From an optimization exercise on the open Yosys and OpenROAD flow, aimed at small area; shortcuts taken in it are not production practice. In this exercise RTL edits were held to simulation tests only and were not proved equivalent to the original. Power is estimated from default activity; no workload was simulated.

==> flow/design.v <==
module clock_divider (
    input             clk,
    input             rst,
    output reg [19:0] c,
    output reg [6:0]  b,
    output reg [4:0]  a,
    output            tick500,   
    output            sample,    
    output            romstep    
);
function [19:0] inc20;
    input [19:0] x;
    integer i;
    reg all;
    begin
        all = 1'b1;
        for (i = 0; i < 20; i = i + 1) begin
            inc20[i] = x[i] ^ all;
            all = all & x[i];
        end
    end
endfunction
wire cwrap = c[19] & c[18] & c[17] & c[16] & c[14] & c[9] &
             c[5] & c[4] & c[3] & c[2] & c[1] & c[0];
wire bwrap = b[6] & b[5] & b[4] & b[3] & b[2];
wire awrap = a[4] & a[3];
always @(posedge clk) begin
    if (rst | cwrap)
        c <= 20'd0;
    else
        c <= inc20(c);
end
always @(posedge clk) begin
    if (rst | bwrap)
        b <= 7'd0;
    else
        b <= b + 7'd1;
end
always @(posedge clk) begin
    if (rst | (bwrap & awrap))
        a <= 5'd0;
    else if (bwrap)
        a <= a + 5'd1;
end
assign tick500 = bwrap & ~c[1] & c[0];
assign sample  = bwrap & awrap & ~c[2] & c[1] & c[0];
assign romstep = bwrap & awrap & ~c[3] & c[2] & c[1] & c[0];
endmodule
module seg7(
	input [3:0] in,
	output reg [6:0] display
);
always @(in)
begin
	case(in)
		0:
			display = 7'b1000000;
		1:
			display = 7'h79;
		2:
			display = 7'h24;
		3:
			display = 7'h30;
		4:
			display = 7'h19;
		5:
			display = 7'h12;
		6:
			display = 7'h02;
		7:
			display = 7'h78;
		8:
			display = 7'h00;	
		9:
			display = 7'h18;
		default:
			display = 7'h11;
	endcase
end
endmodule
module rom (
    input      [4:0]  idx,
    output     [15:0] rom_x, rom_y, rom_z
);
    reg [15:0] mem [0:31];
    initial begin
        $readmemb("xyz.mem", mem);
    end
    assign rom_x = mem[idx];
    assign rom_y = mem[idx + 5'd1];
    assign rom_z = mem[idx + 5'd2];
endmodule
module pwm (
    input             clk,
    input             rst,
    input             select,
    input             grab,
    input             tick,       
    input             sample,     
    input             romstep,    
    input      [19:0] counter,
    input      [6:0]  step,       
    input      [15:0] data_x, data_y, data_z,   
    output            out1, out2, out3, out4
);
reg        tinit;    
reg        gsel;     
reg        busy;     
reg [4:0]  idx;      
reg [19:0] scr_x, scr_y, scr_z;
reg [19:0] tgt_x, tgt_y, tgt_z;
reg [6:0]  dl;       
reg [2:0]  cy;       
always @(posedge clk) begin
    if (rst)
        tinit <= 1'b1;
    else if (tick)
        tinit <= 1'b0;
end
always @(posedge clk) begin
    if (rst)
        idx <= 5'd0;
    else if (romstep) begin
        if (idx == 5'd29)           
            idx <= 5'd0;
        else
            idx <= idx + 5'd3;
    end
end
wire [15:0] rom_x, rom_y, rom_z;
rom romemory (.idx(idx), .rom_x(rom_x), .rom_y(rom_y), .rom_z(rom_z));
wire act_x = busy & (step < 7'd20);
wire act_y = busy & (step >= 7'd20) & (step < 7'd40);
wire act_z = busy & (step >= 7'd40);
wire last  = (step == 7'd19) | (step == 7'd39) | (step == 7'd59);
localparam [59:0] KB = {20'd75000, 20'd75000, 20'd75000};
wire kbit = KB[step[5:0]];
wire sbit = act_x ? scr_x[0] : act_y ? scr_y[0] : scr_z[0];
wire [3:0] sum = sbit + dl[2] + dl[3] + dl[4] + dl[6] + kbit + cy;
always @(posedge clk) begin
    if (rst)
        busy <= 1'b1;
    else if (sample)
        busy <= 1'b1;
    else if (step == 7'd59)
        busy <= 1'b0;
end
always @(posedge clk) begin
    if (rst | ~busy | last) begin
        dl <= 7'd0;
        cy <= 3'd0;
    end
    else begin
        dl <= {dl[5:0], sbit};
        cy <= sum[3:1];
    end
end
always @(posedge clk) begin
    if (rst) begin
        scr_x <= 20'd0;
        scr_y <= 20'd0;
        scr_z <= 20'd0;
    end
    else if (sample) begin
        scr_x <= {{4{data_x[15]}}, data_x};
        scr_y <= {{4{data_y[15]}}, data_y};
        scr_z <= {{4{data_z[15]}}, data_z};
    end
    else begin
        if (act_x) scr_x <= {sum[0], scr_x[19:1]};
        if (act_y) scr_y <= {sum[0], scr_y[19:1]};
        if (act_z) scr_z <= {sum[0], scr_z[19:1]};
    end
end
always @(posedge clk) begin
    if (tick) begin
        gsel  <= grab;
        tgt_x <= select ? {4'd0, rom_x} : scr_x;
        tgt_y <= select ? {4'd0, rom_y} : scr_y;
        tgt_z <= select ? {4'd0, rom_z} : scr_z;
    end
end
function lt20;
    input [19:0] p, q;
    integer i;
    reg r;
    begin
        r = 1'b0;
        for (i = 0; i < 20; i = i + 1)
            r = (p[i] ^ q[i]) ? q[i] : r;
        lt20 = r;
    end
endfunction
wire lt_c = counter < 20'd65000;
wire lt_g = gsel ? (counter < 20'd125000) : (counter < 20'd25000);
assign out1 = tinit ? lt_c : lt20(counter, tgt_x);
assign out2 = tinit ? lt_c : lt20(counter, tgt_y);
assign out3 = tinit ? lt_c : lt20(counter, tgt_z);
assign out4 = tinit ? lt_c : lt_g;
endmodule
module accel (
   input                clk,
   input                rst,
   input        [15:0]  data_x,
   input        [15:0]  data_y,
   input        [15:0]  data_z,
   input                select,    
   input                grab,      
   output       [6:0]   HEX0,
   output       [6:0]   HEX1,
   output       [6:0]   HEX2,
   output       [6:0]   HEX3,
   output       [6:0]   HEX4,
   output       [6:0]   HEX5,
   output       [9:0]   LEDR,
   output               servo_x,   
   output               servo_y,   
   output               servo_z,   
   output               servo_g    
   );
wire [19:0] counter;
wire [6:0] step;
wire [4:0] blk;
wire tick, sample, romstep;
clock_divider timebase (
    .clk(clk), .rst(rst), .c(counter), .b(step), .a(blk),
    .tick500(tick), .sample(sample), .romstep(romstep));
function [15:0] absv;
    input [15:0] v;
    integer i;
    reg any;
    begin
        any = 1'b0;
        for (i = 0; i < 16; i = i + 1) begin
            absv[i] = v[i] ^ (v[15] & any);
            any = any | v[i];
        end
    end
endfunction
function [3:0] add3;
    input [3:0] d;
    reg ge5;
    begin
        ge5 = d[3] | (d[2] & (d[1] | d[0]));
        add3[3] = ge5;
        add3[2] = (d[2] & ~d[1] & ~d[0]) | (d[3] & d[0]);
        add3[1] = (d[1] & ~d[2]) | (d[2] & d[1] & d[0]) | (d[3] & ~d[0]);
        add3[0] = d[0] ^ ge5;
    end
endfunction
function [11:0] bcd3;
    input [15:0] m;
    integer i;
    reg [11:0] d;
    begin
        d = 12'd0;
        for (i = 15; i >= 0; i = i - 1) begin
            d[3:0]  = add3(d[3:0]);
            d[7:4]  = add3(d[7:4]);
            d[11:8] = add3(d[11:8]);
            d = {d[10:0], m[i]};
        end
        bcd3 = d;
    end
endfunction
wire [15:0] mag_x = absv(data_x);
wire [15:0] mag_y = absv(data_y);
wire [15:0] mag_z = absv(data_z);
wire [11:0] bx = bcd3(mag_x);
wire [11:0] by = bcd3(mag_y);
reg [11:0] dig_x;    
reg        signx;
reg [7:0]  dig_y;    
reg [9:0]  led_z;    
always @(posedge clk) begin
    if (rst) begin
        dig_x <= 12'd0;
        signx <= 1'b0;
        dig_y <= 8'd0;
        led_z <= 10'd0;
    end
    else if (sample) begin
        dig_x <= bx;
        signx <= data_x[15];
        dig_y <= by[11:4];
        led_z <= mag_z[9:0];
    end
end
seg7 s0 (.in(dig_x[3:0]),      .display(HEX0));
seg7 s1 (.in(dig_x[7:4]),      .display(HEX1));
seg7 s2 (.in(dig_x[11:8]),     .display(HEX2));
seg7 s3 (.in({3'b000, signx}), .display(HEX3));
seg7 s4 (.in(dig_y[3:0]),      .display(HEX4));
seg7 s5 (.in(dig_y[7:4]),      .display(HEX5));
assign LEDR = led_z;
pwm control (
    .clk(clk), .rst(rst), .select(select), .grab(grab),
    .tick(tick), .sample(sample), .romstep(romstep), .counter(counter),
    .step(step), .data_x(data_x), .data_y(data_y), .data_z(data_z),
    .out1(servo_x), .out2(servo_y), .out3(servo_z), .out4(servo_g));
endmodule
==> flow/xyz.mem <==
0110000111101000
1111101000110000
0110110001100100
1111110001000000
0110000101100000
1111101010111000
0110010010100000
1111000111110000
0110101101010100
1111110111110100
0110111111010000
1111111111010100
0110100111110000
1111010110111000
0110110111101000
1111100111101000
0110010110100000
1111010011100000
0110110011001000
1111110010100000
0110110100101000
1111010100110000
0110111001111000
1111010111011000
0110001001001000
1111000110010000
0110001101110000
1111010110111000
0110001100110000
1111010110101000
0000000000000000
0000000000000000
==> flow/run.sh <==
#!/bin/bash
# synth_recipe.tcl (not shown) runs the flow's synth.tcl, then flattens the netlist and writes it again
# the make line also repeats each setting of config.mk as NAME=value (left out here)
make -C /OpenROAD-flow-scripts/flow DESIGN_CONFIG=/design/flow/config.mk WORK_HOME=/design/flow/orfs CLKGATE_MAP_FILE= SYNTH_SCRIPT=/design/flow/synth_recipe.tcl finish
==> flow/config.mk <==
export PLATFORM = sky130hd
export DESIGN_NAME = accel
export DESIGN_NICKNAME = accel
export VERILOG_FILES = /design/flow/design.v
export SDC_FILE = /design/flow/constraint.sdc
export NUM_CORES = 4
export LEC_CHECK = 0
export ABC_AREA = 1
export CAP_MARGIN = 20
export CORE_MARGIN = 2
export CORE_UTILIZATION = 40
export SLEW_MARGIN = 20
export SYNTH_HIERARCHICAL = 1
==> flow/constraint.sdc <==
create_clock -name core_clock -period 25.0 [get_ports {clk}]
set_input_delay 5.0000 -clock core_clock [delete_from_list [all_inputs] [get_ports {clk}]]
set_output_delay 5.0000 -clock core_clock [all_outputs]
set_load 0.01 [all_outputs]
==> summary.txt <==
-- registers in the layout, summed over array words and instances (netlist names), 8 cells and up --
signal,count
control.scr_x,20
control.scr_y,20
control.scr_z,20
control.tgt_x,20
control.tgt_y,20
control.tgt_z,20
dig_x,12
dig_y,8
led_z,10
timebase.c,20
-- cell families (layout without fill, tap and decap cells) --
group | after synthesis | after routing
AOI/OAI and AO/OA | 467 | 467
buffers and inverters | 510 | 585
DFF | 201 | 201
and+or+nand+nor | 1185 | 1185
muxes | 25 | 25
adders and majority gates | 66 | 66
other | 2 | 13
xor gates and xnor gates | 41 | 41
-- per-layer routing --
layer  GRT usage, %  vias up  routed length (um)  part of all wire (%)
li1               -     8206                   -                     -
met1           30.2     7176               22400                    48
met2           36.0      356               20700                    45
met3           2.25       54                2330                   5.0
met4           5.64        2                 994                   2.1
met5              0        -                  11                 0.024
-- how the worst max path moves through the flow --
stage,from,slack (ns),cells after the start,to
floorplan,data_x[0],15.45,62,dig_x[1]$_SDFFE_PP0P_
global placement,data_x[0],14.29,63,dig_x[1]$_SDFFE_PP0P_
detailed placement,data_x[0],14.10,65,dig_x[5]$_SDFFE_PP0P_
CTS,data_x[0],14.63,63,dig_x[1]$_SDFFE_PP0P_
global route,data_x[0],13.60,57,dig_x[5]$_SDFFE_PP0P_
finish,data_x[0],14.59,65,dig_x[5]$_SDFFE_PP0P_
-- modules after synthesis (local to each module, per instance) --
module / copies in the design / cells
pwm: 1 / 860
accel: 1 / 885
rom: 1 / 388
clock_divider: 1 / 166
seg7: 6 / 33
-- metrics by stage --
| stage | instances | hold slack, ns | total power, uW | instance area, um^2 |
|---|---|---|---|---|
| after detailed placement | 3071 | 0.405 | 1080 | 17700 |
| after floorplan | 2508 | 0.394 | 954 | 16400 |
| after global routing | 3115 | 0.428 | 1560 | 18500 |
| final | 3115 | 0.412 | 1430 | 18500 |
| after global placement | 3071 | 0.397 | 1040 | 17700 |
| after CTS | 3115 | 0.414 | 1430 | 18500 |
-- layout make-up --
| cell class | count | area [um^2] | area share (%) |
|---|---|---|---|
| clock buffer | 28 | 636 | 3.44 |
| clock inverter | 16 | 154 | 0.834 |
| inverter | 427 | 1630 | 8.85 |
| multi-input combinational | 1797 | 9630 | 52.2 |
| sequential | 201 | 4630 | 25.1 |
| tap | 532 | 666 | 3.61 |
| timing repair buffer | 114 | 1110 | 5.99 |
-- cells in the final DEF (no fill, tap or decap), types with 8 or more instances in the layout --
master             n
a21oi_1           72
a22o_1            22
a22oi_1           22
a31oi_1           32
buf_4             10
clkbuf_16         24
clkdlybuf4s50_1  102
clkinv_2           8
conb_1            13
dfxtp_1          140
edfxtp_1          61
ha_1              62
inv_1            370
inv_2             50
mux2_2            25
nand2_1          667
nand2_2           76
nand3_1          164
nand3_2           12
nand4_1           19
nor2_1           185
nor2_2             8
nor3_1            13
nor3_2            14
o211ai_1          15
o21ai_0          153
o21ai_1           47
o21ai_2           13
o21bai_1          13
o22ai_1           56
xor2_1            33
-- worst reg2reg max path, stage by stage, from the launching register on --
cell,delay (ns)
dfxtp_1,0.43
ha_1,0.24
ha_1,0.18
ha_1,0.18
ha_1,0.20
ha_1,0.19
ha_1,0.18
ha_1,0.18
ha_1,0.18
ha_1,0.18
ha_1,0.18
ha_1,0.18
ha_1,0.18
ha_1,0.18
ha_1,0.18
ha_1,0.18
ha_1,0.18
ha_1,0.19
ha_1,0.19
xnor2_1,0.13
nor2_1,0.06
-- power groups by stage --
stage                     sequential (uW)  clock, uW  combinational, uW
after floorplan                       344          0                610
after global placement                345          0                699
after detailed placement              345          0                732
after CTS                             338        360                734
after global routing                  338        370                851
final                                 338        352                737
==> metrics.md <==
| Metric | Value |
|---|---|
| CP max stage delay | around 0.52 ns |
| Starting Density | about 40% |
| PnR worst setup slack | roughly 15 ns |
| CP startpoint kind | primary input |
| Drt wl/cell | about 15 um |
| Worst Hold End | control.dl[6]$_SDFF_PP0_ |
| Final nets | around 2700 |
| Synth warnings | 11 |
| Mapped cell area | 16300 um^2 |
| Xor/xnor cell area share of the yosys netlist | 2.29% |
| Critical path fanouts, max | 7 |
| Largest net degree at the start of global routing | 84 |
| Synth Area in Compound Gates | around 17% |
| Cell count after synthesis | 2497 |
| # fillers | 4157 |
| CTS tree | yes |
| CP max-delay cell | clkdlybuf4s50_1 |
| Sequential fraction of the synthesis area | between 20 and 30% |
| Setup Viol. Count Final | 0 |
| Die height | slightly above 200 um |
| Hold Crit Class | reg2reg |
| Crit. End Element | flop |
| P_int | 785 uW |
| Core Util, Final | between 40% and 50% |
| CP Buf/Inv Count | 3 |
| Dpl ws | roughly 14 ns |
| Rows | 74 |
| Post-synthesis mux area share | between 1.5 and 2% |
| Layout overhead on the synthesized area | 12.9% |
| Detailed Route WL | between 40 and 50 mm |
| Die ar. | 42500 um^2 |
| Count leader, synth | nand2_1 |
| Number of global-route vias before repair | 14733 |
| FMAX | between 90 and 100 MHz |
| Setup TNS | 0 ns |
| First-pass GRT wire length | approximately 75 mm |
| PortBufs | ~100 |
| Tot GR Track Use | a little over a fifth |
| Leakage | ~0.0086 uW |
| Clock Pin Slew Worst Setup and Hold Paths | 0.06 ns |
| Final Max Slew Viols | 0 |
| CTS buffer count | 24 |
| Worst clock skew | roughly 0.016 ns |
| Worst Min Path Start | control.dl[5]$_SDFF_PP0_ |
| Vias per cell | just over 5 |
| VDD IR-drop max | 0.0614 mV |
| Tcrit/Tclk final | between 40% and 50% |
| Diode count | 0 |
| Tmin final | about 10 ns |
| Post-DP HPWL | around 35 mm |
| Slew headroom | a little under a third |
| Core area | 40600 um^2 |
| Pwr dens | around 77 nW/um^2 |
| Grt ovf | 0 |
| Top cell type's share of synthesized area | between 10% and 20% |
| Top post-synthesis cells by area | dfxtp_1, nand2_1, edfxtp_1, inv_1, nand3_1 |
| Clock sink count | around 200 |
| Setup Buffers After CTS | 0 |
| R2R cell count | 20 |
| Post-synth top cells | nand2_1, inv_1, nor2_1 |
| Crit Reg-Reg Endpoint | timebase.c[19]$_SDFF_PP0_ |
| # DRC | 0 |
| First DRT Iteration DRCs | about 1200 |
| Max-cap violations | 0 |
| Sw power | 642 uW |
| Logic gate share of total power | roughly half |
| Chip width | ~210 um |
| Largest family of logic cells by synthesized area | simple AND/OR/NAND/NOR gates |
| Layout cells sized above 1 | ~11% |
| Syn Area/Cell | around 6.5 um^2 |
| Post-synth EDFFs | 61 |
| Worst-Margin Slew | 1.03 ns |
| Resized cells post-CTS | 0 |
| Clock Tree Buf Depth | 3 |
| CP top delay family | simple AND/OR/NAND/NOR gates |
| Most used cell, CP | nand2_1 |
| Crit Reg-Reg Startpoint | timebase.c[1]$_SDFF_PP0_ |
| Vias | ~16000 |
| ANT nets after route | 0 |
| Sw Share | between 40% and 50% |
| Htree depth | 1 |
| Synth Area in Simple Gates | between 30 and 40% |
| Clock power frac | 24.7% |
| Io pins | ~110 |
| CP Data Required Time | ~25 ns |
| Hold buffers post-CTS | 0 |
| Flop2flop setup slack | ~21 ns |
| Outcome | no timing/DRC/antenna violations |
| Synth async-reset ratio | 0% |
| Clk Latency, worst-skew pair | 0.53 ns |
| Worst Path Arrival | ~11 ns |
| Final hold vios | 0 |
| Yosys reg bits | 201 |
| Routability cong. | a little over 0.9 |
| Total iterations of the first detailed-routing run | 5 |
| Cell taking the most area after synthesis | dfxtp_1 |
| Post-synth cell types | 60 |
| Predominant post-synthesis flop cell | dfxtp_1 |
| Crit Path Class | in2reg |
| RSZ-0062 raised after global routing | no |
| Initial antenna violation count | 1 |
| Hold path cells | 2 |
| Sequential Power Share | 23.7% |
| Adder-cell share of the synthesized area | around 5.2% |
| Root buffer cell | clkbuf_16 |

[separate check: timing with driven ports]
Ports are ideal in the flow. The routed layout listed here was re-timed in OpenROAD. Step 1 sets driving cells, clkbuf_16 on the clock port and buf_2 on the other inputs (assumed; they add their load-dependent delay and slew). Step 2 also shifts input and output timing later by t, the mid clock arrival at the registers, as if the neighbouring blocks saw the same clock. Slacks: ideal ports / drivers / drivers and shift; pairs: ideal ports / drivers.
t, ns: 0.577
setup slack, ns: 14.586 / 14.608 / 14.031
worst setup path after step 2: input to register
cell pins on the clock port's net: 1
After both steps this run still meets setup and hold. For this run, drivers alone change the setup slack by +0.022 ns; drivers and shift together by -0.555 ns.
